Source: an optimization exercise on an open RTL-to-GDS flow (aim: small area and a short achievable clock period). Production flows keep margins and buffers that such runs may drop. Where RTL was checked, it was by simulation tests only, not by an equivalence proof against the original. Only the layout flow was run in runs 1, 2, 6 and 7; the RTL was not checked for function there. Power is estimated from default activity; no workload was simulated.

**design.v**
```verilog
module CONV(
 input wire reset,  
 input wire clk,  
 input wire signed [7: 0] CONV_iData0,  
 input wire signed [7: 0] CONV_iData1,  
 output reg signed [15: 0] CONV_oData  
);
reg [6:0] cnt;           
reg [3:0] ii;            
reg [2:0] jj;            
reg [7:0] ra [0:8];      
reg [15:0] rf [0:7];     
reg [15:0] rs [0:7];     
reg [7:0] bj;            
reg [15:0] ps, pc;       
reg clr_d, sw_d;         
wire load = (cnt < 7'd8);
wire in_block = (cnt >= 7'd7) && (cnt <= 7'd77);
wire valid = in_block && (ii != 4'd8);
wire clear = (jj == 3'd0) || (ii == 4'd7);
wire swap = (jj != 3'd0) && (ii == 4'd7);
wire [7:0] ma = ra[6];
wire [7:0] mb = bj;
wire t1 = (ma[0] & mb[6]) ^ (ma[1] & mb[5]);
wire t2 = (ma[0] & mb[6]) & (ma[1] & mb[5]);
wire t3 = ~(ma[0] & mb[7]) ^ (ma[1] & mb[6]) ^ (ma[2] & mb[5]);
wire t4 = (~(ma[0] & mb[7]) & (ma[1] & mb[6])) | (~(ma[0] & mb[7]) & (ma[2] & mb[5])) | ((ma[1] & mb[6]) & (ma[2] & mb[5]));
wire t5 = (ma[3] & mb[4]) ^ (ma[4] & mb[3]);
wire t6 = (ma[3] & mb[4]) & (ma[4] & mb[3]);
wire t7 = ~(ma[1] & mb[7]) ^ (ma[2] & mb[6]) ^ (ma[3] & mb[5]);
wire t8 = (~(ma[1] & mb[7]) & (ma[2] & mb[6])) | (~(ma[1] & mb[7]) & (ma[3] & mb[5])) | ((ma[2] & mb[6]) & (ma[3] & mb[5]));
wire t9 = (ma[4] & mb[4]) ^ (ma[5] & mb[3]) ^ (ma[6] & mb[2]);
wire t10 = ((ma[4] & mb[4]) & (ma[5] & mb[3])) | ((ma[4] & mb[4]) & (ma[6] & mb[2])) | ((ma[5] & mb[3]) & (ma[6] & mb[2]));
wire t11 = ~(ma[2] & mb[7]) ^ (ma[3] & mb[6]) ^ (ma[4] & mb[5]);
wire t12 = (~(ma[2] & mb[7]) & (ma[3] & mb[6])) | (~(ma[2] & mb[7]) & (ma[4] & mb[5])) | ((ma[3] & mb[6]) & (ma[4] & mb[5]));
wire t13 = (ma[0] & mb[4]) ^ (ma[1] & mb[3]);
wire t14 = (ma[0] & mb[4]) & (ma[1] & mb[3]);
wire t15 = (ma[0] & mb[5]) ^ (ma[1] & mb[4]) ^ (ma[2] & mb[3]);
wire t16 = ((ma[0] & mb[5]) & (ma[1] & mb[4])) | ((ma[0] & mb[5]) & (ma[2] & mb[3])) | ((ma[1] & mb[4]) & (ma[2] & mb[3]));
wire t17 = (ma[3] & mb[2]) ^ (ma[4] & mb[1]);
wire t18 = (ma[3] & mb[2]) & (ma[4] & mb[1]);
wire t19 = t1 ^ (ma[2] & mb[4]) ^ (ma[3] & mb[3]);
wire t20 = (t1 & (ma[2] & mb[4])) | (t1 & (ma[3] & mb[3])) | ((ma[2] & mb[4]) & (ma[3] & mb[3]));
wire t21 = (ma[4] & mb[2]) ^ (ma[5] & mb[1]) ^ (ma[6] & mb[0]);
wire t22 = ((ma[4] & mb[2]) & (ma[5] & mb[1])) | ((ma[4] & mb[2]) & (ma[6] & mb[0])) | ((ma[5] & mb[1]) & (ma[6] & mb[0]));
wire t23 = t2 ^ t3 ^ t5;
wire t24 = (t2 & t3) | (t2 & t5) | (t3 & t5);
wire t25 = (ma[5] & mb[2]) ^ (ma[6] & mb[1]) ^ ~(ma[7] & mb[0]);
wire t26 = ((ma[5] & mb[2]) & (ma[6] & mb[1])) | ((ma[5] & mb[2]) & ~(ma[7] & mb[0])) | ((ma[6] & mb[1]) & ~(ma[7] & mb[0]));
wire t27 = t4 ^ t6 ^ t7;
wire t28 = (t4 & t6) | (t4 & t7) | (t6 & t7);
wire t29 = t9 ^ ~(ma[7] & mb[1]) ^ 1'b1;
wire t30 = (t9 & ~(ma[7] & mb[1])) | (t9 & 1'b1) | (~(ma[7] & mb[1]) & 1'b1);
wire t31 = t8 ^ t10 ^ t11;
wire t32 = (t8 & t10) | (t8 & t11) | (t10 & t11);
wire t33 = (ma[5] & mb[4]) ^ (ma[6] & mb[3]) ^ ~(ma[7] & mb[2]);
wire t34 = ((ma[5] & mb[4]) & (ma[6] & mb[3])) | ((ma[5] & mb[4]) & ~(ma[7] & mb[2])) | ((ma[6] & mb[3]) & ~(ma[7] & mb[2]));
wire t35 = t12 ^ ~(ma[3] & mb[7]) ^ (ma[4] & mb[6]);
wire t36 = (t12 & ~(ma[3] & mb[7])) | (t12 & (ma[4] & mb[6])) | (~(ma[3] & mb[7]) & (ma[4] & mb[6]));
wire t37 = (ma[5] & mb[5]) ^ (ma[6] & mb[4]) ^ ~(ma[7] & mb[3]);
wire t38 = ((ma[5] & mb[5]) & (ma[6] & mb[4])) | ((ma[5] & mb[5]) & ~(ma[7] & mb[3])) | ((ma[6] & mb[4]) & ~(ma[7] & mb[3]));
wire t39 = ~(ma[4] & mb[7]) ^ (ma[5] & mb[6]) ^ (ma[6] & mb[5]);
wire t40 = (~(ma[4] & mb[7]) & (ma[5] & mb[6])) | (~(ma[4] & mb[7]) & (ma[6] & mb[5])) | ((ma[5] & mb[6]) & (ma[6] & mb[5]));
wire t41 = (ma[0] & mb[3]) ^ (ma[1] & mb[2]);
wire t42 = (ma[0] & mb[3]) & (ma[1] & mb[2]);
wire t43 = t13 ^ (ma[2] & mb[2]) ^ (ma[3] & mb[1]);
wire t44 = (t13 & (ma[2] & mb[2])) | (t13 & (ma[3] & mb[1])) | ((ma[2] & mb[2]) & (ma[3] & mb[1]));
wire t45 = t14 ^ t15 ^ t17;
wire t46 = (t14 & t15) | (t14 & t17) | (t15 & t17);
wire t47 = t16 ^ t18 ^ t19;
wire t48 = (t16 & t18) | (t16 & t19) | (t18 & t19);
wire t49 = t20 ^ t22 ^ t23;
wire t50 = (t20 & t22) | (t20 & t23) | (t22 & t23);
wire t51 = t24 ^ t26 ^ t27;
wire t52 = (t24 & t26) | (t24 & t27) | (t26 & t27);
wire t53 = t28 ^ t30 ^ t31;
wire t54 = (t28 & t30) | (t28 & t31) | (t30 & t31);
wire t55 = t32 ^ t34 ^ t35;
wire t56 = (t32 & t34) | (t32 & t35) | (t34 & t35);
wire t57 = t36 ^ t38 ^ t39;
wire t58 = (t36 & t38) | (t36 & t39) | (t38 & t39);
wire t59 = t40 ^ ~(ma[5] & mb[7]) ^ (ma[6] & mb[6]);
wire t60 = (t40 & ~(ma[5] & mb[7])) | (t40 & (ma[6] & mb[6])) | (~(ma[5] & mb[7]) & (ma[6] & mb[6]));
wire t61 = (ma[0] & mb[2]) ^ (ma[1] & mb[1]);
wire t62 = (ma[0] & mb[2]) & (ma[1] & mb[1]);
wire t63 = t41 ^ (ma[2] & mb[1]) ^ (ma[3] & mb[0]);
wire t64 = (t41 & (ma[2] & mb[1])) | (t41 & (ma[3] & mb[0])) | ((ma[2] & mb[1]) & (ma[3] & mb[0]));
wire t65 = t42 ^ t43 ^ (ma[4] & mb[0]);
wire t66 = (t42 & t43) | (t42 & (ma[4] & mb[0])) | (t43 & (ma[4] & mb[0]));
wire t67 = t44 ^ t45 ^ (ma[5] & mb[0]);
wire t68 = (t44 & t45) | (t44 & (ma[5] & mb[0])) | (t45 & (ma[5] & mb[0]));
wire t69 = t46 ^ t47 ^ t21;
wire t70 = (t46 & t47) | (t46 & t21) | (t47 & t21);
wire t71 = t48 ^ t49 ^ t25;
wire t72 = (t48 & t49) | (t48 & t25) | (t49 & t25);
wire t73 = t50 ^ t51 ^ t29;
wire t74 = (t50 & t51) | (t50 & t29) | (t51 & t29);
wire t75 = t52 ^ t53 ^ t33;
wire t76 = (t52 & t53) | (t52 & t33) | (t53 & t33);
wire t77 = t54 ^ t55 ^ t37;
wire t78 = (t54 & t55) | (t54 & t37) | (t55 & t37);
wire t79 = t56 ^ t57 ^ ~(ma[7] & mb[4]);
wire t80 = (t56 & t57) | (t56 & ~(ma[7] & mb[4])) | (t57 & ~(ma[7] & mb[4]));
wire t81 = t58 ^ t59 ^ ~(ma[7] & mb[5]);
wire t82 = (t58 & t59) | (t58 & ~(ma[7] & mb[5])) | (t59 & ~(ma[7] & mb[5]));
wire t83 = t60 ^ ~(ma[6] & mb[7]) ^ ~(ma[7] & mb[6]);
wire t84 = (t60 & ~(ma[6] & mb[7])) | (t60 & ~(ma[7] & mb[6])) | (~(ma[6] & mb[7]) & ~(ma[7] & mb[6]));
wire [15:0] m_s = {1'b1, t84, t82, t80, t78, t76, t74, t72, t70, t68, t66, t64, t62, t61, (ma[0] & mb[1]), (ma[0] & mb[0])};
wire [15:0] m_c = {1'b0, (ma[7] & mb[7]), t83, t81, t79, t77, t75, t73, t71, t69, t67, t65, t63, (ma[2] & mb[0]), (ma[1] & mb[0]), 1'b0};
wire [15:0] f_in = rf[7];
wire [15:0] base = clr_d ? 16'd0 : f_in;
wire [15:0] s3 = base ^ ps ^ pc;
wire [15:0] c3 = {(base[14:0] & ps[14:0]) | (base[14:0] & pc[14:0]) | (ps[14:0] & pc[14:0]), 1'b0};
wire [15:0] sum = s3 + c3;
integer s;
always @(posedge clk) begin
	if (reset == 0) begin
		cnt <= 7'd0;
		CONV_oData <= 16'd0;
	end else begin
		cnt <= (cnt == 7'd111) ? 7'd0 : cnt + 7'd1;
		if (cnt >= 7'd81 && cnt <= 7'd87)
			CONV_oData <= rs[0];
		else if (cnt >= 7'd88 && cnt <= 7'd95)
			CONV_oData <= rf[0];
		else
			CONV_oData <= 16'd0;
	end
	if (cnt == 7'd6) begin
		ii <= 4'd0;
		jj <= 3'd0;
	end else if (ii == 4'd8) begin
		ii <= 4'd0;
		jj <= jj + 3'd1;
	end else
		ii <= ii + 4'd1;
	clr_d <= clear && valid && reset;
	sw_d <= swap && valid && reset;
	if (cnt == 7'd6 || ii == 4'd8)
		bj <= rs[5][7:0];
	if (valid && reset) begin
		ps <= m_s;
		pc <= m_c;
	end else begin
		ps <= 16'd0;
		pc <= 16'd0;
	end
	ra[0] <= load ? CONV_iData0 : ra[8];
	for (s = 1; s < 9; s = s + 1)
		ra[s] <= ra[s-1];
	for (s = 1; s < 8; s = s + 1) begin
		rf[s] <= rf[s-1];
		rs[s] <= rs[s-1];
	end
	rf[0] <= sum;
	rs[0] <= load ? {rs[7][15:8], CONV_iData1} : sw_d ? f_in : rs[7];
end
endmodule
```
**flow/run.sh**
```bash
#!/bin/bash
# Standard layout, with stronger port buffers and timing repair aimed at a
# shorter period than the constraint (the constraint itself is unchanged).
set -uo pipefail
export BUFFER_PORTS_ARGS="-buffer_cell sky130_fd_sc_hd__buf_2"
export SETUP_SLACK_MARGIN=7.0
bash standard.sh > standard_flow.log 2>&1
```
**standard.sh**
```bash
#!/bin/bash
# synth_recipe.tcl (not shown) runs the flow's synth.tcl, then flattens the netlist and writes it again
# the make line also repeats each setting of config.mk as NAME=value (left out here)
make -C /OpenROAD-flow-scripts/flow DESIGN_CONFIG=/design/flow/config.mk WORK_HOME=/design/flow/orfs CLKGATE_MAP_FILE= SYNTH_SCRIPT=/design/flow/synth_recipe.tcl "${@:-finish}"
```
**config.mk**
```make
export PLATFORM = sky130hd
export DESIGN_NAME = CONV
export DESIGN_NICKNAME = CONV
export VERILOG_FILES = /design/flow/design.v
export SDC_FILE = /design/flow/constraint.sdc
export NUM_CORES = 4
export LEC_CHECK = 0
export CAP_MARGIN = 20
export CORE_MARGIN = 2
export CORE_UTILIZATION = 70
export CTS_BUF_LIST = sky130_fd_sc_hd__clkbuf_16
export CTS_CLUSTER_DIAMETER = 50
export CTS_CLUSTER_SIZE = 20
export SLEW_MARGIN = 20
```
**constraint.sdc**
```tcl
create_clock -name core_clock -period 10.0 [get_ports {clk}]
set_input_delay 2.0000 -clock core_clock [delete_from_list [all_inputs] [get_ports {clk}]]
set_output_delay 2.0000 -clock core_clock [all_outputs]
set_load 0.01 [all_outputs]
```
==> results of run 1 <==
==> flip-flops by register name, indices dropped and copies added (netlist names) <==
name and flops:
ra 72, pc 14, ps 16, jj 3, CONV_oData 16, clr_d 1
sw_d 1, ii 4, rs 128, bj 8, cnt 7, rf 128
==> layout by cell type (no fill, tap or decap), drive strengths merged, types with 4 or more instances in the layout <==
cell	count
a21oi	17
a22oi	17
and2	63
and3	9
buf	42
bufinv	4
clkbuf	31
clkinv	8
dfxtp	390
edfxtp	8
fa	50
ha	30
inv	106
mux2	16
mux2i	10
nand2	42
nand2b	16
nand3	11
nand3b	4
nor2	18
nor2b	23
o211ai	6
o21ai	16
xnor2	12
xor2	7
==> stage by stage <==
step	setup WS (ns)	hold WS (ns)	instance area, sq um	instances	util [%]
after floorplan	7.07	0.310	12000	920	-
after detailed placement	6.77	0.312	12400	1155	74.2
final	6.98	0.322	13600	1210	81.4
after global routing	6.95	0.326	13600	1210	81.4
after global placement	6.88	0.310	12400	1155	74.2
after CTS	6.98	0.325	13500	1206	80.9
==> cell type report <==
type | count | area share, %
tap | 220 | 2.03
sequential | 398 | 59.3
multi-input combinational | 399 | 25.8
inverter | 101 | 2.79
timing repair buffer | 42 | 2.13
clock buffer | 31 | 5.71
clock inverter | 19 | 2.17
==> cells by family (layout without fill, tap and decap cells) <==
group	after synthesis	after routing	synth area share [%]
mux	26	26	2.33
compound gates	77	77	4.71
flops	398	398	66.9
xor+xnor	19	19	1.38
buf+inv	123	193	4.09
fa+ha+maj	80	80	11.4
simple gates	197	197	9.16
==> power by group through the flow <==
stage | Clock (uW) | Sequential, uW | Combinational [uW]
detailed placement | 0 | 1810 | 267
global route | 1350 | 1780 | 319
global placement | 0 | 1800 | 249
finish | 1270 | 1770 | 271
floorplan | 0 | 1780 | 200
CTS | 1290 | 1770 | 269
==> per-layer routing <==
metal | share of wire, % | global-route usage (%) | vias to the layer above
met3 | 3.9 | 4.02 | 40
li1 | - | - | 3002
met5 | 0 | 0 | -
met1 | 43 | 29.7 | 3045
met2 | 51 | 42.3 | 123
met4 | 2.0 | 6.19 | 0
==> timing repair <==
action | CTS | global route
pin swaps | 0 | 2
endpoints found under the setup margin | 11 | 28
resized for setup | 10 | 17
gates cloned | 0 | 0
hold buffers | 0 | 0
buffers inserted | 1 | 4
==> worst min-delay path by stage <==
stage	from	slack (ns)	end
floorplan	ra[0][0]$_DFF_P_	0.31	ra[1][0]$_DFF_P_
global placement	rs[4][0]$_DFF_P_	0.31	rs[5][0]$_DFF_P_
detailed placement	rf[1][0]$_DFF_P_	0.31	rf[2][0]$_DFF_P_
CTS	rs[4][0]$_DFF_P_	0.33	rs[5][0]$_DFF_P_
global route	rf[2][2]$_DFF_P_	0.33	rf[3][2]$_DFF_P_
finish	rf[5][2]$_DFF_P_	0.32	rf[6][2]$_DFF_P_
==> run summary, run 1 <==
CP startpoint=CONV_oData[1]$_SDFF_PN0_; wire per inst=16.8 um; Post-synth top cells=dfxtp_1 (390), inv_1 (101), and2_1 (63); share of cells above drive strength 1=13.3%; cell leakage power=0.00586 uW; Crit. End Element=primary output; Fin. Hold Viols=0; Mapped Nets=1018; Clock power frac=38.3%; largest net degree at the start of global routing=33; slew at the pin with the worst max-slew slack=0.741 ns; detailed-route DRC error count=0; clock latency (worst-skew pair)=0.55 ns; Worst Setup Start Kind=register; Initial Utilization=72.0%; initial antenna violation count=0; top-count cell post-synth=dfxtp_1; first-pass GRT wire length=33.6 mm; max cap viols=0; largest cells by area after synthesis=dfxtp_1 (65%), fa_1 (8.3%), and2_1 (3.3%); Routed WL=20.4 mm; Synth async-reset ratio=0%; Seq. cell area=8070 sq um; post-synth cell types=52; CTS tree=built; CP Buf/Inv Count=1; switching power=793 uW; internal power=2520 uW; Final min period=3.02 ns; die width=135 um; Required @ worst endpoint=8.00 ns; relative slew slack=50.5%; RSZ-0062 raised after global routing=yes; n_diodes=0; Hold Crit Depth=0; Iter 0 DRT Violations=281; Detailed Place HPWL=13.2 mm; kind of critical path=register to primary output; final setup violating endpoints=0; max-slew violations=0; Yosys warnings=4; P per Cell Area=244 nW/um^2; total track usage=23.6%; critical path data arrival time=1.02 ns; worst-path cell chain=buf_2; PortBufs=33; Max FO, Critical Path=1; Reg clk slew, reported paths=0.08 ns; hold crit path type=register to register; cell family with most CP delay=flip-flops; Max VDD drop=0.217 mV; sequential fraction of the synthesis area=66.9%; area delta synth->final=12.9%; skew final=0.0163 ns; switching share of power=24.0%; die height=135 um; DRT antenna net count=0; Worst path max stage delay=0.33 ns; clock buffer depth=3; setup TNS=0 ns; Via Count=6210; Primary FF master, synth=dfxtp_1; flop2flop setup slack=7.10 ns; Cell Area, Synth=12000 sq um; Placer Congestion=0.829; core area=16700 sq um; Total Power=3310 uW; Setup crit end=CONV_oData[1]; EDFF count, synth=8; H-tree levels=1; vias in the first global route=6605; Crit Reg-Reg Startpoint=bj[7]$_DFFE_PP_; FILL cells=904; area leader, netlist=dfxtp_1; total die area=18300 sq um; status=complete, no violations; Multi-input gate area=3510 sq um; Crit path depth=1; f_max=331 MHz; period utilisation layout=30.2%; final global-route overflow total=0; slowest stage cell, crit path=dfxtp_1; capturing point of the worst reg2reg path=pc[7]$_SDFF_PN0_; cell depth of the worst flop-to-flop path=9; Final #Nets=1070; root buf cell=clkbuf_16; post-synthesis instance total=920; #FFs+latches synth=398; sequential power share=53.5%; Ports=34; top cell type's share of synthesized area=64.9%; clock sink count=398; number of core rows=47; Avg Inst Size Synth=13.1 sq um; drt pass-1 iters=4; CTS Buf Count=30; combinational share of power=8.2%; drt via density=5.13
==> run 2: changes to the inputs <==
--- a/config.mk
+++ b/config.mk
@@ -8,7 +8,7 @@
 export CAP_MARGIN = 20
 export CORE_MARGIN = 2
 export CORE_UTILIZATION = 70
-export CTS_BUF_LIST = sky130_fd_sc_hd__clkbuf_16
-export CTS_CLUSTER_DIAMETER = 50
-export CTS_CLUSTER_SIZE = 20
+export CTS_BUF_LIST = sky130_fd_sc_hd__clkbuf_8
+export CTS_CLUSTER_DIAMETER = 40
+export CTS_CLUSTER_SIZE = 16
 export SLEW_MARGIN = 20
==> run summary, run 2 <==
Primary FF master, synth=dfxtp_1; number of core rows=47; cell leakage power=0.00577 uW; Final min period=2.98 ns; Max FO, Critical Path=1; die width=135 um; Post-synth top cells=dfxtp_1 (390), inv_1 (101), and2_1 (63); Fin. Hold Viols=0; Reg clk slew, reported paths=0.10 ns; Avg Inst Size Synth=13.1 sq um; combinational share of power=8.9%; Crit Reg-Reg Startpoint=bj[6]$_DFFE_PP_; Crit path depth=1; Synth async-reset ratio=0%; EDFF count, synth=8; commonest non-fill, non-tap cell in the layout=dfxtp_1; total track usage=22.7%; Detailed Place HPWL=13.2 mm; largest cells by area after synthesis=dfxtp_1 (65%), fa_1 (8.3%), and2_1 (3.3%); Metal-1 WL=8.54 mm; Clock power frac=33.2%; switching share of power=24.5%; detailed-route DRC error count=0; cell family with most CP delay=flip-flops; n_diodes=0; critical path data arrival time=0.98 ns; core area=16700 sq um; FILL cells=981; area leader, netlist=dfxtp_1; met3 wire length=774 um; CTS Buf Count=37; flop2flop setup slack=7.07 ns; Worst Setup Start Kind=register; initial antenna violation count=0; status=complete, no violations; drt pass-1 iters=4; Ports=34; largest net degree at the start of global routing=33; CTS tree=built; relative slew slack=52.8%; root buf cell=clkbuf_8; max-slew violations=0; Mapped Nets=1018; PortBufs=33; f_max=335 MHz; internal power=2310 uW; setup TNS=0 ns; clock buffer depth=3; CP Buf/Inv Count=1; Worst path max stage delay=0.32 ns; Post-Layout Cell Count=1223; hold endpoint=rs[4][1]$_DFF_P_; top-count cell post-synth=dfxtp_1; final global-route overflow total=0; Final #Nets=1076; Iter 0 DRT Violations=235; die height=135 um; first-pass GRT wire length=32.1 mm; area delta synth->final=10.6%; top cell type's share of synthesized area=64.9%; Required @ worst endpoint=8.00 ns; Max VDD drop=0.195 mV; Initial Utilization=72.0%; worst-path cell chain=buf_2; slowest stage cell, crit path=dfxtp_1; skew final=0.0275 ns; Via Count=6097; Crit. End Element=primary output; kind of critical path=register to primary output; total die area=18300 sq um; top sig layer=met4; hold crit path type=register to register; sequential power share=57.9%; vias in the first global route=6501; slew at the pin with the worst max-slew slack=0.707 ns; RSZ-0062 raised after global routing=yes; top flop regs=rf x128, rs x128, ra x72; metal2 WL=9.84 mm; DRT antenna net count=0; most frequent cells in the layout=dfxtp_1 (378), inv_1 (107), and2_1 (61); share of cells above drive strength 1=13.7%; Routed WL=19.6 mm; Yosys warnings=4; final setup violating endpoints=0; wire per inst=16.0 um; H-tree levels=2; cell depth of the worst flop-to-flop path=8; #FFs+latches synth=398; period utilisation layout=29.8%; placed cell count=1155; hold buffers post-CTS=0; switching power=749 uW; clock latency (worst-skew pair)=0.54 ns; Hold Crit Depth=0; Cell Area, Synth=12000 sq um; post-synthesis instance total=920; post-synth cell types=52; clock sink count=398; capturing point of the worst reg2reg path=pc[9]$_SDFF_PN0_; P per Cell Area=230 nW/um^2; min-delay src=rs[3][1]$_DFF_P_; max cap viols=0; sequential fraction of the synthesis area=66.9%; Placer Congestion=0.829; drt via density=4.99
[run 2: cell counts after synthesis]
Identical to the previous run, type by type.
[run 2: kinds of logic after synthesis]
group | Yosys count | share of synthesized area (%)
compound gates | 77 | 4.71
xor+xnor | 19 | 1.38
fa+ha+maj | 80 | 11.4
buf+inv | 123 | 4.09
flops | 398 | 66.9
mux | 26 | 2.33
simple gates | 197 | 9.16
[run 2: final cells by class]
| class | instances | area [sq um] | share of cell area, % |
|---|---|---|---|
| Sequential cell | 398 | 8060 | 60.6 |
| Clock inverter | 22 | 240 | 1.80 |
| Clock buffer | 42 | 578 | 4.34 |
| Tap cell | 220 | 275 | 2.07 |
| Inverter | 101 | 379 | 2.85 |
| Timing Repair Buffer | 41 | 269 | 2.02 |
| Multi-Input combinational cell | 399 | 3510 | 26.4 |
[run 2: power by group through the flow]
stage | sequential, uW | combinational [uW] | clock (uW)
after detailed placement | 1810 | 267 | 0
after global routing | 1780 | 320 | 1100
after floorplan | 1780 | 200 | 0
after global placement | 1800 | 249 | 0
final | 1770 | 273 | 1020
after CTS | 1770 | 274 | 1040
[run 2: worst max path at each step]
stage	startpoint	to	slack, ns
global route	bj[6]$_DFFE_PP_	pc[9]$_SDFF_PN0_	6.93
CTS	CONV_oData[3]$_SDFF_PN0_	CONV_oData[3]	6.98
detailed placement	reset	sw_d$_DFF_P_	6.77
global placement	reset	sw_d$_DFF_P_	6.88
floorplan	bj[7]$_DFFE_PP_	pc[7]$_SDFF_PN0_	7.07
finish	CONV_oData[15]$_SDFF_PN0_	CONV_oData[15]	7.02
[run 2: repair_timing]
action	4_1_cts	5_1_grt
setup endpoints to repair	14	26
buffers inserted	1	3
resized for setup	7	15
[run 2: through the flow]
stage / instance area, sq um / setup WS [ns] / power, uW / utilization, % / hold WS, ns
after global placement: 12400 / 6.88 / 2050 / 74.2 / 0.310
after floorplan: 12000 / 7.07 / 1980 / - / 0.310
after CTS: 13200 / 6.98 / 3090 / 79.3 / 0.321
after global routing: 13300 / 6.93 / 3200 / 79.7 / 0.328
after detailed placement: 12400 / 6.77 / 2070 / 74.2 / 0.312
final: 13300 / 7.02 / 3060 / 79.7 / 0.320
[run 2: routing by layer]
layer  vias to the layer above  track usage, %
met5                         -               0
met2                       105            39.9
met4                         0            7.52
met1                      2938            28.1
li1                       3022               -
met3                        32            4.58
==> run 3: changes to the inputs <==
--- a/design.v
+++ b/design.v
@@ -109,9 +109,7 @@
 wire [15:0] m_c = {1'b0, (ma[7] & mb[7]), t83, t81, t79, t77, t75, t73, t71, t69, t67, t65, t63, (ma[2] & mb[0]), (ma[1] & mb[0]), 1'b0};
 wire [15:0] f_in = rf[7];
 wire [15:0] base = clr_d ? 16'd0 : f_in;
-wire [15:0] s3 = base ^ ps ^ pc;
-wire [15:0] c3 = {(base[14:0] & ps[14:0]) | (base[14:0] & pc[14:0]) | (ps[14:0] & pc[14:0]), 1'b0};
-wire [15:0] sum = s3 + c3;
+wire [15:0] sum = base + ps + pc;
 integer s;
 always @(posedge clk) begin
 	if (reset == 0) begin
@@ -137,17 +135,13 @@
 	clr_d <= clear && valid && reset;
 	sw_d <= swap && valid && reset;
 	if (cnt == 7'd6 || ii == 4'd8)
-		bj <= rs[5][7:0];
-	if (valid && reset) begin
-		ps <= m_s;
-		pc <= m_c;
-	end else begin
-		ps <= 16'd0;
-		pc <= 16'd0;
-	end
+		bj <= (cnt <= 7'd69) ? rs[5][7:0] : 8'd0;
+	ps <= m_s;
+	pc <= m_c;
 	ra[0] <= load ? CONV_iData0 : ra[8];
-	for (s = 1; s < 9; s = s + 1)
+	for (s = 1; s < 8; s = s + 1)
 		ra[s] <= ra[s-1];
+	ra[8] <= (cnt == 7'd7) ? 8'd0 : ra[7];
 	for (s = 1; s < 8; s = s + 1) begin
 		rf[s] <= rf[s-1];
 		rs[s] <= rs[s-1];
--- a/config.mk
+++ b/config.mk
@@ -7,7 +7,7 @@
 export LEC_CHECK = 0
 export CAP_MARGIN = 20
 export CORE_MARGIN = 2
-export CORE_UTILIZATION = 70
+export CORE_UTILIZATION = 85
 export CTS_BUF_LIST = sky130_fd_sc_hd__clkbuf_8
 export CTS_CLUSTER_DIAMETER = 40
 export CTS_CLUSTER_SIZE = 16
==> run summary, run 3 <==
CTS Buf Count=35; die width=121 um; Detailed Place HPWL=16.1 mm; PortBufs=33; #FFs+latches synth=397; H-tree levels=2; sequential fraction of the synthesis area=69.3%; area leader, netlist=dfxtp_1; post-synthesis instance total=838; Ports=34; status=aborted with a tool error; Worst EP kind=sequential cell input; final global-route overflow total=732; EDFF count, synth=8; clock sink count=397; Primary FF master, synth=dfxtp_1; Tool Error=[ERROR GRT-0232] Routing congestion too high. Check the congestion heatmap in the GUI.; clock buffer depth=3; Placer Congestion=0.891; root buf cell=clkbuf_8; Exit stage=5_1_grt; Avg Inst Size Synth=13.8 sq um; die height=121 um; top-count cell post-synth=dfxtp_1; Initial Utilization=87.2%; Synth async-reset ratio=0%; Post-synth top cells=dfxtp_1 (389), inv_1 (53), and2_1 (51); Mapped Nets=936; Yosys warnings=4; total track usage=91.4%; pre-CTS WS=6.43 ns; post-synth cell types=46; Cell Area, Synth=11600 sq um; largest cells by area after synthesis=dfxtp_1 (67%), fa_1 (8.6%), ha_1 (3.2%); top cell type's share of synthesized area=67.2%; Worst EP post-GRT repair=rf[0][15]$_DFF_P_/D; number of core rows=42; largest net degree at the start of global routing=30
-- run 3: cells by family after synthesis --
kind of cell | after synthesis | share of synthesized area [%]
AND/OR/NAND/NOR | 180 | 8.70
multiplexers | 26 | 2.42
XOR/XNOR | 20 | 1.51
AO/OA/AOI/OAI | 67 | 3.90
flip-flops | 397 | 69.3
adder cells (fa/ha/maj) | 80 | 11.9
buffers and inverters | 68 | 2.31
-- run 3: routing by layer --
layer / GRT usage [%] / overflow
met5: 34.2 / 2
met4: 105 / 250
met3: 71.9 / 6
met2: 111 / 471
met1: 85.8 / 3
-- run 3: worst max-delay path by stage --
stage                       start                end  slack (ns)
CTS                 clr_d$_DFF_P_  rf[0][15]$_DFF_P_        6.96
floorplan           clr_d$_DFF_P_  rf[0][15]$_DFF_P_        7.19
global placement    clr_d$_DFF_P_  rf[0][15]$_DFF_P_        6.84
detailed placement  clr_d$_DFF_P_  rf[0][15]$_DFF_P_        6.43
-- run 3: power by group through the flow --
stage	clock network, uW	registers, uW	logic [uW]
2_1_floorplan	0	2100	860
3_3_place_gp	0	2150	1050
3_5_place_dp	0	2190	1260
4_1_cts	967	2190	1550
-- run 3: stage by stage --
stage / instances / total power [uW] / cell area (sq um)
after CTS: 1099 / 4700 / 12800
after detailed placement: 1034 / 3440 / 11900
after floorplan: 838 / 2960 / 11600
after global placement: 1034 / 3200 / 11900
-- run 3: repair_timing --
| action | 4_1_cts |
|---|---|
| gates resized for setup | 36 |
| pin swaps | 2 |
| endpoints found under the setup margin | 29 |
| buffers inserted | 10 |
| hold buffers | 0 |
==> run 4: changes to the inputs <==
--- a/config.mk
+++ b/config.mk
@@ -7,7 +7,7 @@
 export LEC_CHECK = 0
 export CAP_MARGIN = 20
 export CORE_MARGIN = 2
-export CORE_UTILIZATION = 85
+export CORE_UTILIZATION = 70
 export CTS_BUF_LIST = sky130_fd_sc_hd__clkbuf_8
 export CTS_CLUSTER_DIAMETER = 40
 export CTS_CLUSTER_SIZE = 16
==> run summary, run 4 <==
status=complete, no violations; top-count cell post-synth=dfxtp_1; cell leakage power=0.00550 uW; min-delay src=rs[2][0]$_DFF_P_; kind of critical path=register to primary output; Mapped Nets=936; worst-path cell chain=buf_6; f_max=334 MHz; Placer Congestion=0.901; Crit. End Element=primary output; sequential fraction of the synthesis area=69.3%; CTS Buf Count=38; total die area=17600 sq um; number of core rows=47; Detailed Place HPWL=12.4 mm; Initial Utilization=70.6%; Max FO, Critical Path=1; top cell type's share of synthesized area=67.2%; area leader, netlist=dfxtp_1; Total Power=4250 uW; share of cells above drive strength 1=14.2%; die height=133 um; final global-route overflow total=0; Synth async-reset ratio=0%; post-synthesis instance total=838; final setup violating endpoints=0; CP Buf/Inv Count=1; n_diodes=0; Required @ worst endpoint=8.00 ns; clock buffer depth=3; slowest stage cell, crit path=dfxtp_2; Worst Setup Start Kind=register; PortBufs=33; vias in the first global route=6128; P per Cell Area=330 nW/um^2; Worst path max stage delay=0.34 ns; Routed WL=18.5 mm; final non-filler cell area=12900 sq um; drt via density=4.99; RSZ-0062 raised after global routing=yes; initial antenna violation count=1; Via Count=5702; largest net degree at the start of global routing=21; Seq. cell area=8040 sq um; H-tree levels=2; Max VDD drop=0.181 mV; detailed-route DRC error count=0; CP startpoint=CONV_oData[12]$_SDFF_PN0_; area delta synth->final=11.1%; setup TNS=0 ns; Reg clk slew, reported paths=0.09 ns; Fin. Hold Viols=0; #FFs+latches synth=397; top flop regs=rf x128, rs x128, ra x72; Iter 0 DRT Violations=232; Primary FF master, synth=dfxtp_1; max-slew violations=0; Crit Reg-Reg Startpoint=clr_d$_DFF_P_; largest cells by area after synthesis=dfxtp_1 (67%), fa_1 (8.6%), ha_1 (3.2%); core area=16400 sq um; Cell Area, Synth=11600 sq um; dpl cell area=12000 sq um; cell family with most CP delay=flip-flops; total track usage=22.0%; period utilisation layout=29.9%; commonest non-fill, non-tap cell in the layout=dfxtp_1; Avg Inst Size Synth=13.8 sq um; FILL cells=960; die width=133 um; slew at the pin with the worst max-slew slack=1.03 ns; EDFF count, synth=8; Yosys warnings=4; drt pass-1 iters=4; first-pass GRT wire length=30.4 mm; clock latency (worst-skew pair)=0.54 ns; Multi-input gate area=3330 sq um; max cap viols=0; WHS=0.316 ns; hold crit path type=register to register; most frequent cells in the layout=dfxtp_1 (380), inv_1 (56), and2_1 (51); clock sink count=397; hold buffers post-CTS=0; CTS tree=built; skew final=0.0232 ns; Ports=34; Final #Nets=998; critical path data arrival time=0.99 ns; Post-synth top cells=dfxtp_1 (389), inv_1 (53), and2_1 (51); wire per inst=16.2 um; post-synth cell types=46; relative slew slack=31.0%; DRT antenna net count=0; root buf cell=clkbuf_8; Final min period=2.99 ns
run 4: cell counts after synthesis:
No cell type changed its count.
run 4: path summary, 6_finish.rpt:
path	end	slack, ns	cells after the start
worst max register to register	rf[0][15]$_DFF_P_	7.06	9
worst max-delay path	CONV_oData[12]	7.01	1
worst min-delay path	rs[3][0]$_DFF_P_	0.32	0
worst min register to register	rs[3][0]$_DFF_P_	0.32	0
run 4: cells by family after synthesis:
logic type | Yosys count | synth area share [%]
AO/OA/AOI/OAI | 67 | 3.90
XOR/XNOR | 20 | 1.51
adder cells (fa/ha/maj) | 80 | 11.9
buffers and inverters | 68 | 2.31
flip-flops | 397 | 69.3
multiplexers | 26 | 2.42
AND/OR/NAND/NOR | 180 | 8.70
run 4: per-stage QoR:
stage          utilization, %  worst slack (ns)  instances
6_report                 78.4              7.01       1143
5_1_grt                  78.4              6.93       1143
4_1_cts                  78.1              6.98       1141
3_5_place_dp             73.1              6.72       1078
3_3_place_gp             73.1              6.82       1078
2_1_floorplan               -              7.19        838
run 4: layer usage:
layer / vias up / wire (um) / track usage, %
met1: 2763 / 8270 / 29.3
met5: - / 0 / 0
met3: 30 / 892 / 4.94
met4: 0 / 384 / 7.23
li1: 2796 / - / -
met2: 113 / 8980 / 36.2
run 4: cell type report:
class	instances	area share [%]
clock inverter	22	1.69
multi-input combinational	373	25.9
inverter	53	1.55
sequential	397	62.5
timing repair buffer	37	1.91
clock buffer	41	4.38
tap	220	2.14
run 4: timing repair:
action | in CTS | in global routing
pin swaps | 0 | 1
endpoints found under the setup margin | 15 | 19
resized for setup | 9 | 11
buffers inserted | 0 | 2
run 4: power by group:
part	total, uW	internal, uW	switching, uW
combinational	1130	506	623
sequential	2140	1980	162
clock	981	435	546
==> run 5: changes to the inputs <==
--- a/config.mk
+++ b/config.mk
@@ -8,7 +8,7 @@
 export CAP_MARGIN = 20
 export CORE_MARGIN = 2
 export CORE_UTILIZATION = 70
-export CTS_BUF_LIST = sky130_fd_sc_hd__clkbuf_8
-export CTS_CLUSTER_DIAMETER = 40
-export CTS_CLUSTER_SIZE = 16
+export CTS_BUF_LIST = sky130_fd_sc_hd__clkbuf_16
+export CTS_CLUSTER_DIAMETER = 45
+export CTS_CLUSTER_SIZE = 30
 export SLEW_MARGIN = 20
==> run summary, run 5 <==
Cell Area, Synth=11600 sq um; Synth Area in XOR/XNOR=1.51%; switching share of power=31.8%; clock latency (worst-skew pair)=0.52 ns; cell leakage power=0.00570 uW; Worst Setup Start Kind=register; clock sink count=397; most frequent cells in the layout=dfxtp_1 (386), inv_1 (53), and2_1 (51); number of core rows=47; setup TNS=0 ns; P per Cell Area=353 nW/um^2; hold buffers post-CTS=0; max cap viols=0; Clock power frac=29.7%; status=complete, no violations; Crit Reg-Reg Startpoint=clr_d$_DFF_P_; final setup violating endpoints=0; commonest non-fill, non-tap cell in the layout=dfxtp_1; Required @ worst endpoint=8.00 ns; Avg Inst Size Synth=13.8 sq um; skew final=0.0298 ns; EDFF count, synth=8; period utilisation layout=29.9%; die width=133 um; #FFs+latches synth=397; area delta synth->final=14.9%; slew at the pin with the worst max-slew slack=1.08 ns; max-slew violations=0; H-tree levels=2; PortBufs=33; post-synth cell types=46; top-count cell post-synth=dfxtp_1; CTS Buf Count=34; Final min period=2.99 ns; relative slew slack=28.1%; root buf cell=clkbuf_16; wire per inst=17.4 um; drt pass-1 iters=4; total track usage=23.2%; Primary FF master, synth=dfxtp_1; Final #Nets=995; cell depth of the worst flop-to-flop path=9; slowest stage cell, crit path=dfxtp_1; sequential power share=45.8%; cell family with most CP delay=flip-flops; combinational share of power=24.5%; Detailed Place HPWL=12.4 mm; Synth Area in Simple Gates=8.70%; post-synthesis instance total=838; share of cells above drive strength 1=13.4%; fin worst setup slack=7.01 ns; CTS tree=built; Yosys warnings=4; f_max=334 MHz; die height=133 um; internal power=3200 uW; WHS=0.322 ns; Reg clk slew, reported paths=0.10 ns; pre-CTS WS=6.72 ns; vias in the first global route=6303; largest cells by area after synthesis=dfxtp_1 (67%), fa_1 (8.6%), ha_1 (3.2%); placed cell count=1078; Max FO, Critical Path=1; Initial Utilization=70.6%; capturing point of the worst reg2reg path=rf[0][15]$_DFF_P_; worst-path cell chain=buf_2; top flop regs=rf x128, rs x128, ra x72; Crit. End Element=primary output; Synth async-reset ratio=0%; CP Buf/Inv Count=1; switching power=1490 uW; Ports=34; Post-Layout Cell Count=1142; drt via density=5.09; core area=16400 sq um; Mapped Nets=936; Iter 0 DRT Violations=289; sequential fraction of the synthesis area=69.3%; clock buffer depth=3; FILL cells=890; Fin. Hold Viols=0; largest net degree at the start of global routing=29; total die area=17600 sq um; area leader, netlist=dfxtp_1; final global-route overflow total=0; hold crit path type=register to register; Seq. cell area=8030 sq um; Max VDD drop=0.222 mV; kind of critical path=register to primary output; top cell type's share of synthesized area=67.2%; Routed WL=19.9 mm; flop2flop setup slack=7.05 ns; Synth Area in Adders=11.9%; RSZ-0062 raised after global routing=yes; n_diodes=0; DRT antenna net count=0; initial antenna violation count=2; Post-synth top cells=dfxtp_1 (389), inv_1 (53), and2_1 (51); Total Power=4700 uW; Placer Congestion=0.901; complex-gate fraction of the synthesized area=3.90%; Crit path depth=1; first-pass GRT wire length=32.0 mm; Via Count=5817; Worst path max stage delay=0.33 ns; largest family of logic cells by synthesized area=adder cells; Multi-input gate area=3330 sq um; critical path data arrival time=0.99 ns; CP startpoint=CONV_oData[6]$_SDFF_PN0_; mux cell area share after synthesis=2.42%; detailed-route DRC error count=0; Setup crit end=CONV_oData[6]
-- run 5: cell counts after synthesis --
Identical to the previous run, type by type.
-- run 5: worst min-delay path by stage --
| stage | startpoint | end | slack, ns | cells after the start |
|---|---|---|---|---|
| detailed placement | rf[6][14]$_DFF_P_ | rf[7][14]$_DFF_P_ | 0.31 | 0 |
| global route | rs[4][6]$_DFF_P_ | rs[5][6]$_DFF_P_ | 0.32 | 0 |
| global placement | rf[3][6]$_DFF_P_ | rf[4][6]$_DFF_P_ | 0.31 | 0 |
| finish | rs[4][6]$_DFF_P_ | rs[5][6]$_DFF_P_ | 0.32 | 0 |
| CTS | rf[4][14]$_DFF_P_ | rf[5][14]$_DFF_P_ | 0.32 | 0 |
| floorplan | ra[0][0]$_DFF_P_ | ra[1][0]$_DFF_P_ | 0.31 | 0 |
-- run 5: kinds of logic (layout without fill, tap and decap cells) --
kind of cell	Yosys count	count (layout)
DFF	397	397
and+or+nand+nor	180	180
adders and majority gates	80	80
buffers and inverters	68	152
AOI/OAI and AO/OA	67	67
muxes	26	26
xor gates and xnor gates	20	20
-- run 5: metal layers --
layer / GRT usage [%] / part of all wire [%] / up-vias
met2: 39.9 / 50 / 108
met4: 6.75 / 2.2 / 0
met3: 4.79 / 4.1 / 39
li1: - / - / 2800
met5: 0 / 0 / -
met1: 29.9 / 44 / 2870
-- run 5: area by class of cell --
class | instances | area share (%)
flip-flops and latches | 397 | 60.4
multi-input cells | 373 | 25.0
clock buffers | 35 | 6.58
clock inverters | 26 | 2.89
well taps | 220 | 2.07
repair buffers | 38 | 1.62
inverters | 53 | 1.49
-- run 5: power by group through the flow --
stage / Clock [uW] / Combinational (uW) / Sequential (uW)
global placement: 0 / 1060 / 2160
finish: 1390 / 1150 / 2150
CTS: 1410 / 1130 / 2150
global route: 1480 / 1290 / 2180
floorplan: 0 / 860 / 2100
detailed placement: 0 / 1100 / 2180
-- run 5: stage by stage --
stage,util (%),instance area (sq um)
after floorplan,-,11600
after global placement,73.1,12000
after detailed placement,73.1,12000
after CTS,80.9,13300
after global routing,81.1,13300
final,81.1,13300
-- run 5: repair_timing --
action,4_1_cts,5_1_grt
pin swaps,0,1
buffers inserted,0,3
resized for setup,4,5
endpoints found under the setup margin,7,5
==> run 6: changes to the inputs <==
--- a/design.v
+++ b/design.v
@@ -117,10 +117,8 @@
 		CONV_oData <= 16'd0;
 	end else begin
 		cnt <= (cnt == 7'd111) ? 7'd0 : cnt + 7'd1;
-		if (cnt >= 7'd81 && cnt <= 7'd87)
+		if (cnt >= 7'd81 && cnt <= 7'd95)
 			CONV_oData <= rs[0];
-		else if (cnt >= 7'd88 && cnt <= 7'd95)
-			CONV_oData <= rf[0];
 		else
 			CONV_oData <= 16'd0;
 	end
@@ -133,7 +131,7 @@
 	end else
 		ii <= ii + 4'd1;
 	clr_d <= clear && valid && reset;
-	sw_d <= swap && valid && reset;
+	sw_d <= ((swap && valid) || (cnt >= 7'd86 && cnt <= 7'd93)) && reset;
 	if (cnt == 7'd6 || ii == 4'd8)
 		bj <= (cnt <= 7'd69) ? rs[5][7:0] : 8'd0;
 	ps <= m_s;
--- a/config.mk
+++ b/config.mk
@@ -8,7 +8,7 @@
 export CAP_MARGIN = 20
 export CORE_MARGIN = 2
 export CORE_UTILIZATION = 70
-export CTS_BUF_LIST = sky130_fd_sc_hd__clkbuf_16
-export CTS_CLUSTER_DIAMETER = 45
-export CTS_CLUSTER_SIZE = 30
+export CTS_BUF_LIST = sky130_fd_sc_hd__clkbuf_8
+export CTS_CLUSTER_DIAMETER = 40
+export CTS_CLUSTER_SIZE = 16
 export SLEW_MARGIN = 20
==> run summary, run 6 <==
Final min period=2.99 ns; H-tree levels=2; relative slew slack=51.9%; Cell Area, Synth=11400 sq um; DRT antenna net count=0; wire per inst=15.6 um; clock buffer depth=3; Yosys warnings=4; post-synthesis instance total=817; Iter 0 DRT Violations=225; Initial Utilization=71.6%; area delta synth->final=10.4%; Avg Inst Size Synth=14.0 sq um; CP Buf/Inv Count=1; cell leakage power=0.00551 uW; final global-route overflow total=0; Routed WL=17.5 mm; Reg clk slew, reported paths=0.10 ns; Synth async-reset ratio=0%; total track usage=21.3%; Seq. cell area=8040 sq um; WHS=0.322 ns; cell family with most CP delay=flip-flops; total die area=17400 sq um; worst-path cell chain=buf_2; critical path data arrival time=0.99 ns; EDFF count, synth=8; Fin. Hold Viols=0; detailed-route DRC error count=0; clock sink count=397; largest cells by area after synthesis=dfxtp_1 (68%), fa_1 (8.8%), and2_1 (3.8%); Multi-input gate area=3180 sq um; Required @ worst endpoint=8.00 ns; clock latency (worst-skew pair)=0.55 ns; skew final=0.0380 ns; CTS Buf Count=36; Via Count=5563; cell depth of the worst flop-to-flop path=9; initial antenna violation count=0; final non-filler cell area=12600 sq um; area leader, netlist=dfxtp_1; max cap viols=0; period utilisation layout=29.9%; Hold Crit Depth=0; setup TNS=0 ns; P per Cell Area=331 nW/um^2; sequential fraction of the synthesis area=70.3%; slowest stage cell, crit path=dfxtp_1; RSZ-0062 raised after global routing=yes; dpl cell area=11800 sq um; PortBufs=33; share of cells above drive strength 1=13.6%; Crit. End Element=primary output; largest net degree at the start of global routing=30; Post-synth top cells=dfxtp_1 (389), and2_1 (70), fa_1 (50), inv_1 (50), nand2_1 (39); number of core rows=46; die width=132 um; Crit path depth=1; drt via density=4.98; hold buffers post-CTS=0; Worst Setup Start Kind=register; n_diodes=0; Worst path max stage delay=0.32 ns; core area=15900 sq um; Placer Congestion=0.842; CTS tree=built; Primary FF master, synth=dfxtp_1; Ports=34; final setup violating endpoints=0; Mapped Nets=914; die height=132 um; top cell type's share of synthesized area=68.2%; commonest non-fill, non-tap cell in the layout=dfxtp_1; status=complete, no violations; drt pass-1 iters=4; slew at the pin with the worst max-slew slack=0.714 ns; most frequent cells in the layout=dfxtp_1 (383), and2_1 (70), inv_1 (51); f_max=335 MHz; Max FO, Critical Path=1; Max VDD drop=0.186 mV; vias in the first global route=6078; top-count cell post-synth=dfxtp_1; FILL cells=918; post-synth cell types=47; max-slew violations=0; Detailed Place HPWL=12.0 mm; #FFs+latches synth=397; first-pass GRT wire length=29.1 mm; kind of critical path=register to primary output; root buf cell=clkbuf_8; hold crit path type=register to register; Final #Nets=981; top flop regs=rf x128, rs x128, ra x72
-- run 6: cell count changes in the layout (fill, tap and decap cells not counted), moves of 7 or more --
cell,previous run,this run
nor2b_1,39,22
clkbuf_16,35,0
and2_1,51,70
a21oi_1,18,11
clkbuf_8,0,37
a22oi_1,16,0
-- run 6: per-stage QoR --
step,setup slack [ns],utilization (%),cells,power (uW)
5_1_grt,6.97,79.1,1116,4450
4_1_cts,6.98,78.7,1112,4200
3_5_place_dp,6.72,74.3,1057,3270
3_3_place_gp,6.80,74.3,1057,3190
2_1_floorplan,7.10,-,817,2980
6_report,7.01,79.1,1116,4180
-- run 6: metal layers --
metal  global-route usage (%)  part of all wire [%]
met4                     9.00                   2.7
met2                     36.2                    49
met5                        0                     0
met3                     4.11                   3.4
met1                     27.0                    45
-- run 6: final cells by class --
| class | count | area share, % |
|---|---|---|
| clock inverters | 17 | 1.39 |
| repair buffers | 40 | 1.97 |
| flip-flops and latches | 397 | 63.7 |
| clock buffers | 37 | 4.04 |
| inverters | 50 | 1.49 |
| well taps | 216 | 2.14 |
| multi-input cells | 359 | 25.2 |
-- run 6: worst paths after layout --
kind                            start           endpoint  slack (ns)
max          CONV_oData[9]$_SDFF_PN0_      CONV_oData[9]        7.01
min                  rs[3][9]$_DFF_P_   rs[4][9]$_DFF_P_        0.32
max reg2reg          rf[7][1]$_DFF_P_  rf[0][15]$_DFF_P_        7.15
min reg2reg          rs[3][9]$_DFF_P_   rs[4][9]$_DFF_P_        0.32
-- run 6: logic make-up (layout without fill, tap and decap cells) --
| kind of cell | after synthesis | count (layout) | synth area share (%) |
|---|---|---|---|
| DFF | 397 | 397 | 70.3 |
| xor gates and xnor gates | 19 | 19 | 1.46 |
| AOI/OAI and AO/OA | 49 | 49 | 3.02 |
| buffers and inverters | 61 | 144 | 2.05 |
| adders and majority gates | 79 | 79 | 11.9 |
| muxes | 25 | 25 | 2.37 |
| and+or+nand+nor | 187 | 187 | 8.88 |
-- run 6: report_power, final --
| group | leakage (uW) | switching (uW) | internal (uW) | total, uW |
|---|---|---|---|---|
| Clock | 0.000343 | 519 | 389 | 908 |
| Combinational | 0.00184 | 622 | 515 | 1140 |
| Sequential | 0.00332 | 154 | 1980 | 2130 |
-- run 6: timing repair --
item / in CTS / in global routing
pin swaps: 1 / 2
endpoints found under the setup margin: 8 / 17
buffers inserted: 1 / 4
resized for setup: 4 / 10
endpoints found under the hold margin: 0 / 0
==> run 7: changes to the inputs <==
==> flow/run.sh (replaced) <==
#!/bin/bash
# Standard layout, with stronger port buffers, a stronger clock root buffer and
# timing repair aimed at a shorter period than the constraint (the constraint
# itself is unchanged).
set -uo pipefail
export BUFFER_PORTS_ARGS="-buffer_cell sky130_fd_sc_hd__buf_2"
export SETUP_SLACK_MARGIN=7.0
export CTS_ARGS="-sink_clustering_enable -repair_clock_nets -sink_clustering_size 16 -sink_clustering_max_diameter 40 -buf_list sky130_fd_sc_hd__clkbuf_8 -dont_use_dummy_load"
bash standard.sh > standard_flow.log 2>&1
==> run summary, run 7 <==
critical path data arrival time=0.97 ns; setup TNS=0 ns; slowest stage cell, crit path=dfxtp_1; max cap viols=0; drt pass-1 iters=4; Seq. cell area=8040 sq um; Max FO, Critical Path=1; area delta synth->final=8.42%; Detailed Place HPWL=12.0 mm; Crit path depth=1; most frequent cells in the layout=dfxtp_1 (383), and2_1 (70), inv_1 (50); PortBufs=33; Worst path max stage delay=0.32 ns; Total Power=4030 uW; f_max=337 MHz; WHS=0.281 ns; clock buffer depth=3; post-synthesis instance total=817; largest cells by area after synthesis=dfxtp_1 (68%), fa_1 (8.8%), and2_1 (3.8%); detailed-route DRC error count=0; largest net degree at the start of global routing=30; slew at the pin with the worst max-slew slack=0.694 ns; root buf cell=clkbuf_8; top cell type's share of synthesized area=68.2%; CP Buf/Inv Count=1; hold buffers post-CTS=0; Initial Utilization=71.6%; vias in the first global route=6045; hold crit path type=register to register; die width=132 um; Crit. End Element=primary output; final setup violating endpoints=0; die height=132 um; Required @ worst endpoint=8.00 ns; n_diodes=0; CP startpoint=CONV_oData[13]$_SDFF_PN0_; flop2flop setup slack=7.14 ns; drt via density=4.99; commonest non-fill, non-tap cell in the layout=dfxtp_1; area leader, netlist=dfxtp_1; Setup crit end=CONV_oData[13]; status=complete, no violations; placed cell count=1057; H-tree levels=2; total die area=17400 sq um; kind of critical path=register to primary output; period utilisation layout=29.7%; final global-route overflow total=0; number of core rows=46; relative slew slack=53.2%; P per Cell Area=326 nW/um^2; Worst Setup Start Kind=register; Post-Layout Cell Count=1096; max-slew violations=0; cell depth of the worst flop-to-flop path=9; Final min period=2.97 ns; #FFs+latches synth=397; Post-synth top cells=dfxtp_1 (389), and2_1 (70), fa_1 (50), inv_1 (50), nand2_1 (39); sequential fraction of the synthesis area=70.3%; Hold Crit Depth=0; Reg clk slew, reported paths=0.09 ns; Final #Nets=979; post-synth cell types=47; clock sink count=397; top flop regs=rf x128, rs x128, ra x72; top-count cell post-synth=dfxtp_1; EDFF count, synth=8; CTS tree=built; Iter 0 DRT Violations=190; cell leakage power=0.00541 uW; Multi-input gate area=3180 sq um; FILL cells=947; Via Count=5474; DRT antenna net count=0; wire per inst=15.7 um; Fin. Hold Viols=0; dpl cell area=11800 sq um; Cell Area, Synth=11400 sq um; final non-filler cell area=12400 sq um; Crit Reg-Reg Startpoint=rf[7][1]$_DFF_P_; CTS Buf Count=36; Max VDD drop=0.184 mV; Yosys warnings=4; Synth async-reset ratio=0%; worst-path cell chain=buf_2; capturing point of the worst reg2reg path=rf[0][15]$_DFF_P_; skew final=0.0543 ns; Mapped Nets=914; initial antenna violation count=0; Routed WL=17.2 mm; Ports=34; core area=15900 sq um; share of cells above drive strength 1=11.7%; Avg Inst Size Synth=14.0 sq um; first-pass GRT wire length=28.9 mm; total track usage=21.2%; RSZ-0062 raised after global routing=yes; clock latency (worst-skew pair)=0.53 ns; Primary FF master, synth=dfxtp_1; Placer Congestion=0.842; cell family with most CP delay=flip-flops
[run 7: cell count changes in the layout (fill, tap and decap cells not counted), moves of 2 or more]
| cell | previous run | this run |
|---|---|---|
| buf_2 | 28 | 32 |
| buf_6 | 5 | 1 |
| clkinvlp_4 | 4 | 0 |
| inv_8 | 3 | 0 |
| buf_4 | 7 | 5 |
| clkinv_2 | 2 | 0 |
| clkinv_4 | 2 | 0 |
| clkinv_8 | 2 | 0 |
| inv_6 | 2 | 0 |
[run 7: where the power goes]
part	switching, uW	internal, uW	total (uW)
clock	445	323	767
combinational	616	516	1130
sequential	153	1980	2130
[run 7: logic make-up after synthesis]
kind of cell             synth area share (%)
adder cells (fa/ha/maj)                  11.9
XOR/XNOR                                 1.46
AND/OR/NAND/NOR                          8.88
AO/OA/AOI/OAI                            3.02
multiplexers                             2.37
flip-flops                               70.3
buffers and inverters                    2.05
[run 7: per-layer routing]
| metal | global-route usage [%] | wire (um) | vias to the layer above |
|---|---|---|---|
| met2 | 36.1 | 8500 | 100 |
| met3 | 3.88 | 596 | 43 |
| met4 | 9.36 | 469 | 0 |
| met5 | 0 | 0 | - |
| met1 | 26.8 | 7640 | 2634 |
| li1 | - | - | 2697 |
[run 7: worst min path at each step]
stage	start	endpoint	slack (ns)
2_1_floorplan	ra[0][0]$_DFF_P_	ra[1][0]$_DFF_P_	0.31
6_report	rf[3][9]$_DFF_P_	rf[4][9]$_DFF_P_	0.28
3_3_place_gp	ra[1][5]$_DFF_P_	ra[2][5]$_DFF_P_	0.31
3_5_place_dp	rf[3][11]$_DFF_P_	rf[4][11]$_DFF_P_	0.31
4_1_cts	rf[3][9]$_DFF_P_	rf[4][9]$_DFF_P_	0.28
5_1_grt	rf[3][9]$_DFF_P_	rf[4][9]$_DFF_P_	0.28
[run 7: per-stage QoR]
stage,utilization [%],setup WS [ns]
5_1_grt,77.7,6.98
2_1_floorplan,-,7.10
3_5_place_dp,74.3,6.72
6_report,77.7,7.03
3_3_place_gp,74.3,6.80
4_1_cts,77.4,6.99
[run 7: layout make-up]
cell class	count	share of cell area, %
clock buffers	36	4.00
inverters	50	1.52
multi-input cells	359	25.7
flip-flops and latches	397	64.9
well taps	216	2.18
repair buffers	38	1.69
[run 7: repair_timing]
item / 4_1_cts / 5_1_grt
setup buffers: 1 / 2
resized for setup: 2 / 8
pin swaps: 1 / 2
setup endpoints to repair: 5 / 14
==> run 8: changes to the inputs <==
--- a/design.v
+++ b/design.v
@@ -117,8 +117,10 @@
 		CONV_oData <= 16'd0;
 	end else begin
 		cnt <= (cnt == 7'd111) ? 7'd0 : cnt + 7'd1;
-		if (cnt >= 7'd81 && cnt <= 7'd95)
+		if (cnt >= 7'd81 && cnt <= 7'd87)
 			CONV_oData <= rs[0];
+		else if (cnt >= 7'd88 && cnt <= 7'd95)
+			CONV_oData <= rf[0];
 		else
 			CONV_oData <= 16'd0;
 	end
@@ -131,7 +133,7 @@
 	end else
 		ii <= ii + 4'd1;
 	clr_d <= clear && valid && reset;
-	sw_d <= ((swap && valid) || (cnt >= 7'd86 && cnt <= 7'd93)) && reset;
+	sw_d <= swap && valid && reset;
 	if (cnt == 7'd6 || ii == 4'd8)
 		bj <= (cnt <= 7'd69) ? rs[5][7:0] : 8'd0;
 	ps <= m_s;
==> flow/run.sh (replaced) <==
#!/bin/bash
# Standard layout, with stronger port buffers, a stronger clock root buffer and
# timing repair aimed at a shorter period than the constraint (the constraint
# itself is unchanged).
set -uo pipefail
export BUFFER_PORTS_ARGS="-buffer_cell sky130_fd_sc_hd__buf_2"
export SETUP_SLACK_MARGIN=7.0
export CTS_ARGS="-sink_clustering_enable -repair_clock_nets -sink_clustering_size 16 -sink_clustering_max_diameter 40 -buf_list sky130_fd_sc_hd__clkbuf_8 -root_buf sky130_fd_sc_hd__clkbuf_16 -sink_clustering_levels 1"
bash standard.sh > standard_flow.log 2>&1
==> run summary, run 8 <==
status=complete, no violations; Cell Area, Synth=11600 sq um; DRT antenna net count=0; PortBufs=33; Placer Congestion=0.901; Multi-input gate area=3330 sq um; worst-path cell chain=nor2b_2, fa_1, ha_1, fa_1, a21o_1, a221oi_4, nor3_1, mux2i_1, a2111o_1; area delta synth->final=11.0%; Final #Nets=998; skew final=0.0222 ns; wire per inst=16.0 um; FILL cells=962; Initial Utilization=70.6%; hold endpoint=rs[3][0]$_DFF_P_; vias in the first global route=6112; Yosys warnings=4; Iter 0 DRT Violations=281; drt pass-1 iters=5; most frequent cell on the critical path=fa_1; slew at the pin with the worst max-slew slack=0.988 ns; min-delay src=rs[2][0]$_DFF_P_; Primary FF master, synth=dfxtp_1; largest net degree at the start of global routing=21; Crit Reg-Reg Startpoint=clr_d$_DFF_P_; CTS Buf Count=38; period utilisation layout=29.5%; P per Cell Area=335 nW/um^2; Total Power=4310 uW; Hold Crit Depth=0; Reg clk slew, reported paths=0.09 ns; drt via density=4.99; Seq. cell area=8030 sq um; top-count cell post-synth=dfxtp_1; hold buffers post-CTS=0; cell family with most CP delay=adder cells; detailed-route DRC error count=0; n_diodes=0; slowest stage cell, crit path=fa_1; final setup violating endpoints=0; capturing point of the worst reg2reg path=rf[0][15]$_DFF_P_; relative slew slack=34.1%; f_max=339 MHz; dpl cell area=12000 sq um; Via Count=5698; top cell type's share of synthesized area=67.2%; #FFs+latches synth=397; H-tree levels=2; largest cells by area after synthesis=dfxtp_1 (67%), fa_1 (8.6%), ha_1 (3.2%); kind of critical path=register to register; Avg Inst Size Synth=13.8 sq um; post-synth cell types=46; Detailed Place HPWL=12.4 mm; first-pass GRT wire length=30.2 mm; Fin. Hold Viols=0; Worst Setup Start Kind=register; max-slew violations=0; Max FO, Critical Path=16; pre-CTS WS=6.72 ns; Ports=34; setup TNS=0 ns; Post-Layout Cell Count=1143; Routed WL=18.3 mm; placed cell count=1078; Crit. End Element=register; Max VDD drop=0.181 mV; hold crit path type=register to register; RSZ-0062 raised after global routing=yes; total die area=17600 sq um; Final min period=2.95 ns; Mapped Nets=936; CTS tree=built; area leader, netlist=dfxtp_1; initial antenna violation count=1; share of cells above drive strength 1=13.3%; most frequent cells in the layout=dfxtp_1 (388), inv_1 (56), and2_1 (51); Post-synth top cells=dfxtp_1 (389), inv_1 (53), and2_1 (51); cell leakage power=0.00552 uW; number of core rows=47; Worst path max stage delay=0.42 ns; die width=133 um; EDFF count, synth=8; die height=133 um; max cap viols=0; clock buffer depth=3; flop2flop setup slack=7.05 ns; critical path data arrival time=3.31 ns; fin worst setup slack=7.05 ns; final global-route overflow total=0; clock sink count=397; cell depth of the worst flop-to-flop path=9; sequential fraction of the synthesis area=69.3%; Required @ worst endpoint=10.36 ns; post-synthesis instance total=838; top flop regs=rf x128, rs x128, ra x72; CP Buf/Inv Count=0; commonest non-fill, non-tap cell in the layout=dfxtp_1; total track usage=21.8%; final non-filler cell area=12900 sq um; root buf cell=clkbuf_16; Synth async-reset ratio=0%; clock latency (worst-skew pair)=0.50 ns; core area=16400 sq um
[run 8: changes by cell type after synthesis, sizes merged, moves of 4 or more]
cell / before / now
a21oi: 11 / 18
nor2b: 23 / 40
buf: 6 / 10
and2: 70 / 51
nor2: 22 / 17
a21o: 7 / 3
a22oi: 0 / 16
[run 8: repair_timing]
item	4_1_cts	5_1_grt
gates resized for setup	3	1
cloned	0	0
pin swaps	0	1
setup buffers	0	2
endpoints found under the setup margin	4	3
[run 8: routing by layer]
metal	routed length (um)	global-route usage [%]	vias to the layer above
met5	0	0	-
met3	978	4.98	34
met4	388	7.29	0
met2	8730	35.8	111
li1	-	-	2801
met1	8200	29.1	2752
[run 8: cell type report]
| class | instances | area share [%] |
|---|---|---|
| clock buffer | 41 | 4.82 |
| tap | 220 | 2.14 |
| inverter | 53 | 1.55 |
| timing repair buffer | 37 | 1.52 |
| multi-input combinational | 373 | 25.9 |
| sequential | 397 | 62.4 |
| clock inverter | 22 | 1.69 |
[run 8: logic make-up after synthesis]
kind of cell,count (synthesis),share of synthesized area (%)
compound gates,67,3.90
xor+xnor,20,1.51
fa+ha+maj,80,11.9
buf+inv,68,2.31
flops,397,69.3
mux,26,2.42
simple gates,180,8.70
[run 8: through the flow]
step / hold slack (ns) / utilization, %
after CTS: 0.320 / 78.3
final: 0.316 / 78.4
after global placement: 0.310 / 73.1
after floorplan: 0.310 / -
after global routing: 0.328 / 78.4
after detailed placement: 0.312 / 73.1
[run 8: power breakdown]
group / total, uW / switching (uW) / leakage (uW) / internal (uW)
Combinational: 1140 / 631 / 0.00177 / 506
Sequential: 2140 / 161 / 0.00332 / 1980
Clock: 1030 / 549 / 0.000428 / 481
[run 8: how the worst max path moves through the flow]
stage	slack (ns)	from	to	depth (start not counted)
final	7.05	clr_d$_DFF_P_	rf[0][15]$_DFF_P_	9
after global routing	6.93	clr_d$_DFF_P_	rf[0][15]$_DFF_P_	9
after CTS	7.02	clr_d$_DFF_P_	rf[0][15]$_DFF_P_	9
after detailed placement	6.72	clr_d$_DFF_P_	rf[0][15]$_DFF_P_	9
after global placement	6.82	clr_d$_DFF_P_	rf[0][15]$_DFF_P_	9
after floorplan	7.19	clr_d$_DFF_P_	rf[0][15]$_DFF_P_	9

==> separate check: timing with driven ports <==
Ports are ideal in the flow. The routed layouts listed here were re-timed in OpenROAD.
Step 1: set_driving_cell puts a clkbuf_16 on clk and a buf_2 on each other input, an assumption about the parent block.
Step 2, shift: input delay + t, output delay - t, t = (earliest + latest rising clock arrival at the registers) / 2. This alone moves slack from input paths to output paths.
Three values: no drivers, after step 1, after step 2; two values: the first two.
| run | t, ns | setup WS [ns] | worst data-port slew with drivers (ns) |
|---|---|---|---|
| run 1 | 0.585 | 6.982 / 6.938 / 6.788 | 0.03 |
| run 2 | 0.568 | 7.015 / 6.974 / 6.759 | 0.04 |
| run 4 | 0.572 | 7.008 / 6.969 / 6.899 | 0.03 |
| run 5 | 0.550 | 7.010 / 6.967 / 6.843 | 0.03 |
| run 6 | 0.568 | 7.011 / 6.970 / 6.755 | 0.05 |
| run 7 | 0.540 | 7.030 / 6.991 / 6.771 | 0.05 |
| run 8 | 0.529 | 7.049 / 7.016 / 6.897 | 0.03 |
After both steps every run listed still meets setup and hold. For run 7, which loses most, drivers alone change the setup slack by -0.039 ns; drivers and shift together by -0.259 ns.
